This is an optimization exercise on Yosys and OpenROAD, whose aim is small area, not a production implementation. No functional check of the RTL was part of this run. Power is estimated from default activity; no workload was simulated.

`design/flow/run.sh`:
```
#!/bin/bash
# synth_recipe.tcl (not shown) runs the flow's synth.tcl, then flattens the netlist and writes it again
# the make line also repeats each setting of config.mk as NAME=value (left out here)
make -C /OpenROAD-flow-scripts/flow DESIGN_CONFIG=/design/flow/config.mk WORK_HOME=/design/flow/orfs CLKGATE_MAP_FILE= SYNTH_SCRIPT=/design/flow/synth_recipe.tcl finish
```
`design/flow/config.mk`:
```
export PLATFORM = sky130hd
export DESIGN_NAME = MISR_golden_sign
export DESIGN_NICKNAME = MISR_golden_sign
export VERILOG_FILES = /design/flow/design.v
export SDC_FILE = /design/flow/constraint.sdc
export NUM_CORES = 4
export LEC_CHECK = 0
export CAP_MARGIN = 20
export CORE_MARGIN = 2
export CORE_UTILIZATION = 40
export SLEW_MARGIN = 20
export SYNTH_HIERARCHICAL = 1
```
`design/flow/constraint.sdc`:
```
create_clock -name core_clock -period 5.5 [get_ports {clk}]
set_input_delay 1.1000 -clock core_clock [delete_from_list [all_inputs] [get_ports {clk}]]
set_output_delay 1.1000 -clock core_clock [all_outputs]
set_load 0.01 [all_outputs]
```
`design/flow/design.v`:
```
module bist_fa(input x, input y, input z, output s, output c);
    assign {c, s} = {1'b0, x} + {1'b0, y} + {1'b0, z};
endmodule
module bist_ha(input x, input y, output s, output c);
    assign {c, s} = {1'b0, x} + {1'b0, y};
endmodule
module MISR_golden_sign(
    input clk,
    input reset,
    output reg [73:0] MISR
    );
    reg [7:0] x;
    reg [4:1] t;
    wire inj = t[2] & ~t[3];
    wire m = x[0] & t[4];
    wire [7:0] a = x;
    wire [7:0] b = {m, x[7], x[6], x[5] ^ m, x[4] ^ m, x[3], x[2], x[1] ^ m};
    wire [8:0] cs;
    wire [7:0] s;
    assign cs[0] = 1'b0;
    wire [8:0] cd;
    wire [7:0] d;
    assign cd[0] = 1'b1;
    genvar i;
    generate
        for (i = 0; i < 8; i = i + 1) begin : rc
            assign s[i] = a[i] ^ b[i] ^ cs[i];
            assign cs[i+1] = (a[i] & b[i]) | (a[i] & cs[i]) | (b[i] & cs[i]);
            assign d[i] = a[i] ^ ~b[i] ^ cd[i];
            assign cd[i+1] = (a[i] & ~b[i]) | (a[i] & cd[i]) | (~b[i] & cd[i]);
        end
    endgenerate
    wire pp1 = a[0] & b[0];
    wire pp2 = a[0] & b[3];
    wire pp3 = a[0] & b[4];
    wire pp4 = a[0] & b[7];
    wire pp5 = a[1] & b[0];
    wire pp6 = a[1] & b[3];
    wire pp7 = a[1] & b[4];
    wire pp8 = a[1] & b[7];
    wire pp9 = a[2] & b[0];
    wire pp10 = a[2] & b[3];
    wire pp11 = a[2] & b[4];
    wire pp12 = a[2] & b[7];
    wire pp13 = a[3] & b[0];
    wire pp14 = a[3] & b[3];
    wire pp15 = a[3] & b[4];
    wire pp16 = a[3] & b[7];
    wire pp17 = a[4] & b[0];
    wire pp18 = a[4] & b[3];
    wire pp19 = a[4] & b[4];
    wire pp20 = a[4] & b[7];
    wire pp21 = a[5] & b[0];
    wire pp22 = a[5] & b[3];
    wire pp23 = a[5] & b[4];
    wire pp24 = a[5] & b[7];
    wire pp25 = a[6] & b[0];
    wire pp26 = a[6] & b[3];
    wire pp27 = a[6] & b[4];
    wire pp28 = a[6] & b[7];
    wire pp29 = a[7] & b[0];
    wire pp30 = a[7] & b[3];
    wire pp31 = a[7] & b[4];
    wire pp32 = a[7] & b[7];
    wire pp33 = a[0] & a[2];
    wire pp34 = a[0] & a[3];
    wire pp35 = a[0] & a[6];
    wire pp36 = a[0] & a[7];
    wire pp37 = a[1] & a[2];
    wire pp38 = a[1] & a[3];
    wire pp39 = a[1] & a[6];
    wire pp40 = a[1] & a[7];
    wire pp41 = a[2];
    wire pp42 = a[2] & a[3];
    wire pp43 = a[2] & a[6];
    wire pp44 = a[2] & a[7];
    wire pp45 = a[3];
    wire pp46 = a[3] & a[6];
    wire pp47 = a[3] & a[7];
    wire pp48 = a[2] & a[4];
    wire pp49 = a[3] & a[4];
    wire pp50 = a[4] & a[6];
    wire pp51 = a[4] & a[7];
    wire pp52 = a[2] & a[5];
    wire pp53 = a[3] & a[5];
    wire pp54 = a[5] & a[6];
    wire pp55 = a[5] & a[7];
    wire pp56 = a[6];
    wire pp57 = a[6] & a[7];
    wire pp58 = a[7];
    wire s59, c60;
    bist_ha us59 (.x(pp33), .y(pp5), .s(s59), .c(c60));
    wire s61, c62;
    bist_fa us61 (.x(pp34), .y(pp37), .z(pp9), .s(s61), .c(c62));
    wire s63, c64;
    bist_ha us63 (.x(c60), .y(s61), .s(s63), .c(c64));
    wire s65, c66;
    bist_fa us65 (.x(pp41), .y(pp38), .z(pp13), .s(s65), .c(c66));
    wire s67, c68;
    bist_fa us67 (.x(pp2), .y(c62), .z(s65), .s(s67), .c(c68));
    wire s69, c70;
    bist_ha us69 (.x(c64), .y(s67), .s(s69), .c(c70));
    wire s71, c72;
    bist_fa us71 (.x(pp17), .y(pp3), .z(pp6), .s(s71), .c(c72));
    wire s73, c74;
    bist_fa us73 (.x(c66), .y(s71), .z(c68), .s(s73), .c(c74));
    wire s75, c76;
    bist_ha us75 (.x(c70), .y(s73), .s(s75), .c(c76));
    wire s77, c78;
    bist_fa us77 (.x(pp45), .y(pp35), .z(pp42), .s(s77), .c(c78));
    wire s79, c80;
    bist_fa us79 (.x(pp48), .y(pp10), .z(pp21), .s(s79), .c(c80));
    wire s81, c82;
    bist_fa us81 (.x(pp7), .y(s77), .z(c72), .s(s81), .c(c82));
    wire s83, c84;
    bist_fa us83 (.x(s79), .y(s81), .z(c74), .s(s83), .c(c84));
    wire s85, c86;
    bist_ha us85 (.x(c76), .y(s83), .s(s85), .c(c86));
    wire s87, c88;
    bist_fa us87 (.x(pp36), .y(pp39), .z(pp49), .s(s87), .c(c88));
    wire s89, c90;
    bist_fa us89 (.x(pp52), .y(pp11), .z(pp14), .s(s89), .c(c90));
    wire s91, c92;
    bist_fa us91 (.x(pp25), .y(c78), .z(s87), .s(s91), .c(c92));
    wire s93, c94;
    bist_fa us93 (.x(c80), .y(s89), .z(s91), .s(s93), .c(c94));
    wire s95, c96;
    bist_fa us95 (.x(c82), .y(s93), .z(c84), .s(s95), .c(c96));
    wire s97, c98;
    bist_ha us97 (.x(c86), .y(s95), .s(s97), .c(c98));
    wire s99, c100;
    bist_fa us99 (.x(pp40), .y(pp53), .z(pp15), .s(s99), .c(c100));
    wire s101, c102;
    bist_fa us101 (.x(pp18), .y(pp29), .z(pp4), .s(s101), .c(c102));
    wire s103, c104;
    bist_fa us103 (.x(c88), .y(c90), .z(s101), .s(s103), .c(c104));
    wire s105, c106;
    bist_fa us105 (.x(s99), .y(c92), .z(s103), .s(s105), .c(c106));
    wire s107, c108;
    bist_fa us107 (.x(c94), .y(s105), .z(c96), .s(s107), .c(c108));
    wire s109, c110;
    bist_ha us109 (.x(c98), .y(s107), .s(s109), .c(c110));
    wire s111, c112;
    bist_fa us111 (.x(pp43), .y(pp19), .z(pp22), .s(s111), .c(c112));
    wire s113, c114;
    bist_fa us113 (.x(pp8), .y(c100), .z(c102), .s(s113), .c(c114));
    wire s115, c116;
    bist_fa us115 (.x(s111), .y(c104), .z(s113), .s(s115), .c(c116));
    wire s117, c118;
    bist_fa us117 (.x(c106), .y(s115), .z(c108), .s(s117), .c(c118));
    wire s119, c120;
    bist_ha us119 (.x(c110), .y(s117), .s(s119), .c(c120));
    wire s121, c122;
    bist_fa us121 (.x(pp44), .y(pp46), .z(pp50), .s(s121), .c(c122));
    wire s123, c124;
    bist_fa us123 (.x(pp12), .y(pp23), .z(pp26), .s(s123), .c(c124));
    wire s125, c126;
    bist_fa us125 (.x(s121), .y(c112), .z(s123), .s(s125), .c(c126));
    wire s127, c128;
    bist_fa us127 (.x(c114), .y(s125), .z(c116), .s(s127), .c(c128));
    wire s129, c130;
    bist_fa us129 (.x(s127), .y(c118), .z(c120), .s(s129), .c(c130));
    wire s131, c132;
    bist_fa us131 (.x(pp47), .y(pp51), .z(pp54), .s(s131), .c(c132));
    wire s133, c134;
    bist_fa us133 (.x(pp16), .y(pp27), .z(pp30), .s(s133), .c(c134));
    wire s135, c136;
    bist_fa us135 (.x(c122), .y(s131), .z(c124), .s(s135), .c(c136));
    wire s137, c138;
    bist_fa us137 (.x(s133), .y(c126), .z(s135), .s(s137), .c(c138));
    wire s139, c140;
    bist_fa us139 (.x(s137), .y(c128), .z(c130), .s(s139), .c(c140));
    wire s141, c142;
    bist_fa us141 (.x(pp56), .y(pp55), .z(pp20), .s(s141), .c(c142));
    wire s143, c144;
    bist_fa us143 (.x(pp31), .y(c132), .z(c134), .s(s143), .c(c144));
    wire s145, c146;
    bist_fa us145 (.x(s141), .y(c136), .z(s143), .s(s145), .c(c146));
    wire s147, c148;
    bist_fa us147 (.x(c138), .y(s145), .z(c140), .s(s147), .c(c148));
    wire s149, c150;
    bist_fa us149 (.x(pp24), .y(c142), .z(c144), .s(s149), .c(c150));
    wire s151, c152;
    bist_fa us151 (.x(c146), .y(s149), .z(c148), .s(s151), .c(c152));
    wire s153, c154;
    bist_fa us153 (.x(pp58), .y(pp57), .z(pp28), .s(s153), .c(c154));
    wire s155, c156;
    bist_fa us155 (.x(s153), .y(c150), .z(c152), .s(s155), .c(c156));
    wire s157, c158;
    bist_fa us157 (.x(pp32), .y(c154), .z(c156), .s(s157), .c(c158));
    wire [15:0] p = {c158, s157, s155, s151, s147, s139, s129, s119, s109, s97, s85, s75, s69, s63, s59, pp1};
    wire [7:0] xr = a ^ b;
    wire [7:0] xn = ~xr & {8{t[2]}};
    wire [7:0] nd = ~(a & b) & {8{t[2]}};
    wire [7:0] ll = a << 2;
    wire [7:0] lr = a >> 2;
    wire [73:0] r = {s, cs[8], d, ~cd[8], p, xr, xn, nd, ll, lr};
    wire fb = MISR[73];
    wire [73:0] nxt = {MISR[72:0], fb} ^ r ^ {fb, 2'b00, fb, fb, 69'd0};
    always @(posedge clk) begin
        if (reset) begin
            MISR <= 74'd0;
            x <= 8'd0;
            t <= 4'd0;
        end else begin
            MISR <= nxt;
            x <= {x[6], x[5], x[4] ^ x[7], x[3] ^ x[7], x[2], x[1], x[0] ^ x[7], x[7] | inj};
            t <= {t[3:1], 1'b1};
        end
    end
endmodule
```
==> results.toml <==
[run_status]
status = "finished with violations"
violations = "setup timing"

[logic_synthesis]
synthAdderAreaFrac = 0.3187
yosysWarnings = 7
synth_top_family_by_area = "adder cells"
yosys_register_bits = 86
synth_cells = 416
yosysUniqueCellTypes = 18
mappedNetlistNets = 503
syn_area_um2 = 4632
synth_compound_area_frac = 0.002161
muxShareOfSynthArea = 0
yosys.area_share.simple = 0.1343
synthXorXnorAreaFrac = 0.1399
synth.avg_cell_area_um2 = 11.13
seq_area_frac_synth = 0.3717

[sta]
hold_viol = 0
rsz0062_at_grt = "yes"
post-route-worst-setup-slack_ns = -0.6347
setup_viol = 3
fin_crit_ns = 6.135
slew_headroom = 0.4200
slew_viol_final = 0
whs_ns = 0.4367
worst_pin_slew_ns = 0.8700
finalClockSkew_ns = 0.003763
fmax_mhz = 163.0
tns_ns = -1.475
fin_crit_sh = 1.115

[clock_tree]
path_clk_slew_ns = 0.06
hold_buffers = 0
clockBufferDepth = 2
cts_tree = "yes"
cts_made_buffers = 9
clock_sinks = 86
insertion_delay_ns = 0.34
post_cts_buffers = 0
cts_root_buf = "clkbuf_16"
htreeDepth = 3

[global_route]
grt_overflow = 0
grt_pass1_vias = 3290
grt_first_pass_wirelength_um = 17060
antenna_found_initial = 0
grt_usage = 0.1776
grt_max_degree = 87

[worst_hold_path]
min_from = "t[1]"
min_to = "t[2]"
hold_path_class = "register to register"
hold_depth = 1

[cells_and_area]
nNetsFinal = 607
area_growth_syn_to_layout_pct = 31.52
antenna_cells = 0
fillers = 1033
final_core_util = 0.5358
drive_gt1_frac = 0.1336
fin_area_um2 = 6092
ff_latch_area_um2 = 1729
mostFrequentLayoutCell = "nor2_1"
multi_input_area_um2 = 2819
final_cell_mix = "nor2_1, dfxtp_1, clkdlybuf4s50_1"

[floorplanning]
die_y_um = 111.6
core_um2 = 11370
io_pins = 76
rows = 39
die_area_um2 = 12460
die-width_um = 111.6
initial_core_util = 0.4074

[setup_path]
r2r-start = "x[0]"
crit_path_frequent_cell = "fa_2"
worstPathCellList = "nand2_4 -> ha_4 -> nor2_4 -> fa_1 -> fa_2 -> fa_2 -> fa_2 -> fa_2 -> fa_2 -> fa_1 -> ha_2 -> fa_2 -> fa_2 -> fa_2 -> fa_2 -> fa_2 -> fa_1 -> xnor2_1 -> nor2_1"
r2r-end = "MISR[54]"
cp.required_ns = 5.70
endpoint_kind = "register"
critical_path_class = "register to register"
worst_path_max_delay_cell = "fa_1"
ff2ff_path_depth = 19
startpoint_type = "register"
cp_num_cells = 19
reg2reg_slack_ns = -0.63
slowest_delay_ns = 0.51
crit_buf_inv = 0
worstPathMaxFanout = 3
arrival_ns = 6.33
crit_family = "adder cells"

[routing]
drtPass1Iterations = 4
postRouteAntennaNets = 0
vias = 2969
routedWlPerCell_um = 15.28
drt_iter0_markers = 132
drcViolationCount = 0
wirelength_um = 10200
via_per_inst = 4.451

[placed_design]
port_buffers = 75
place_ws_ns = -0.7160
placed_cell_area_um2 = 5763
gp_congestion = 0.8506
dp_hpwl_um = 7642

[pwr]
peakVddDrop_uv = 190.1
p_leak_nw = 2.670
p_per_area_nw_per_um2 = 240.7

[job]
cap_violations = 0
per-stage QoR:
stage               total power (W)  std cells
finish                     0.001466        667
global route               0.001528        667
CTS                        0.001487        667
detailed placement        0.0008339        652
global placement          0.0008329        652
floorplan                 0.0007647        416
per-module statistics from Yosys, one instance, submodules excluded:
module            copies in the design  cell area, µm²  flip-flops and latches  cells inside
MISR_golden_sign                     1            3691                      86           366
bist_fa                             42           20.02                       0             1
bist_ha                              8           12.51                       0             1
worst max-delay path by stage:
stage | slack, ns | to | from
5_1_grt | -0.83 | MISR[54] | x[0]
4_1_cts | -0.69 | MISR[54] | x[0]
3_3_place_gp | -0.65 | MISR[54] | t[4]
6_report | -0.63 | MISR[54] | x[0]
2_1_floorplan | -0.62 | MISR[54] | x[0]
3_5_place_dp | -0.72 | MISR[54] | t[4]
registers in the layout (all words and copies together) (netlist names):
signal and flops:
MISR 74, x 8, t 4
what timing repair did:
| item | CTS | global route |
|---|---|---|
| setup endpoints to repair | 4 | 4 |
| pin swaps | 4 | 1 |
| gates resized for setup | 5 | 0 |
area by class of cell:
class | instances | share of cell area
Clock buffer | 12 | 0.04395
Clock inverter | 3 | 0.007804
Inverter | 13 | 0.008010
Multi-Input combinational cell | 301 | 0.4627
Sequential cell | 86 | 0.2838
Tap cell | 143 | 0.02937
Timing Repair Buffer | 109 | 0.1643
layer usage:
metal,wire length (µm),global-route usage
met5,0,0
met4,160,0.06420
met3,636,0.04627
met2,4878,0.2870
met1,4520,0.2319
cell usage after synthesis, drive strengths merged:
library cell	number	area share
xnor2	56	0.11
clkinv	2	0.0016
nor2b	23	0.031
dfxtp	86	0.37
nor2	97	0.079
buf	13	0.020
nand2b	2	0.0027
a21oi	2	0.0022
nand2	6	0.0049
fa	55	0.24
clkbuf	3	0.0024
and2b	3	0.0049
xor2	18	0.034
inv	11	0.0089
and2	9	0.012
ha	30	0.081
cells by family (layout without fill, tap and decap cells):
logic type	Yosys count	count (layout)
DFF	86	86
AOI/OAI and AO/OA	2	2
and+or+nand+nor	140	140
adders and majority gates	85	85
buffers and inverters	29	137
xor gates and xnor gates	74	74
power breakdown:
group | total, W | switching (W) | internal (W)
clock network | 0.000646 | 0.000253 | 0.000393
registers | 0.000673 | 0.0000232 | 0.000650
logic | 0.000146 | 0.0000652 | 0.0000812

[re-timing with driven ports]
In the flow no input, the clock included, has a driving cell. The finished layout below was timed again as built, in two steps. Step 1: set_driving_cell puts a clkbuf_16 on clk and a buf_2 on each other input, an assumption about the parent block. Step 2, shift: input delay + t, output delay - t, t = (earliest + latest rising clock arrival at the registers) / 2. This alone moves slack from input paths to output paths. Three values: no drivers, after step 1, after step 2; two values: the first two.
t, ns: 0.377
slack for setup (ns): -0.635 / -0.635 / -0.635
worst setup path at the end: register to register
worst register clock-pin slew, ns: 0.06 / 0.06
For this run, drivers alone change the setup slack by 0.000 ns; drivers and shift together by 0.000 ns.
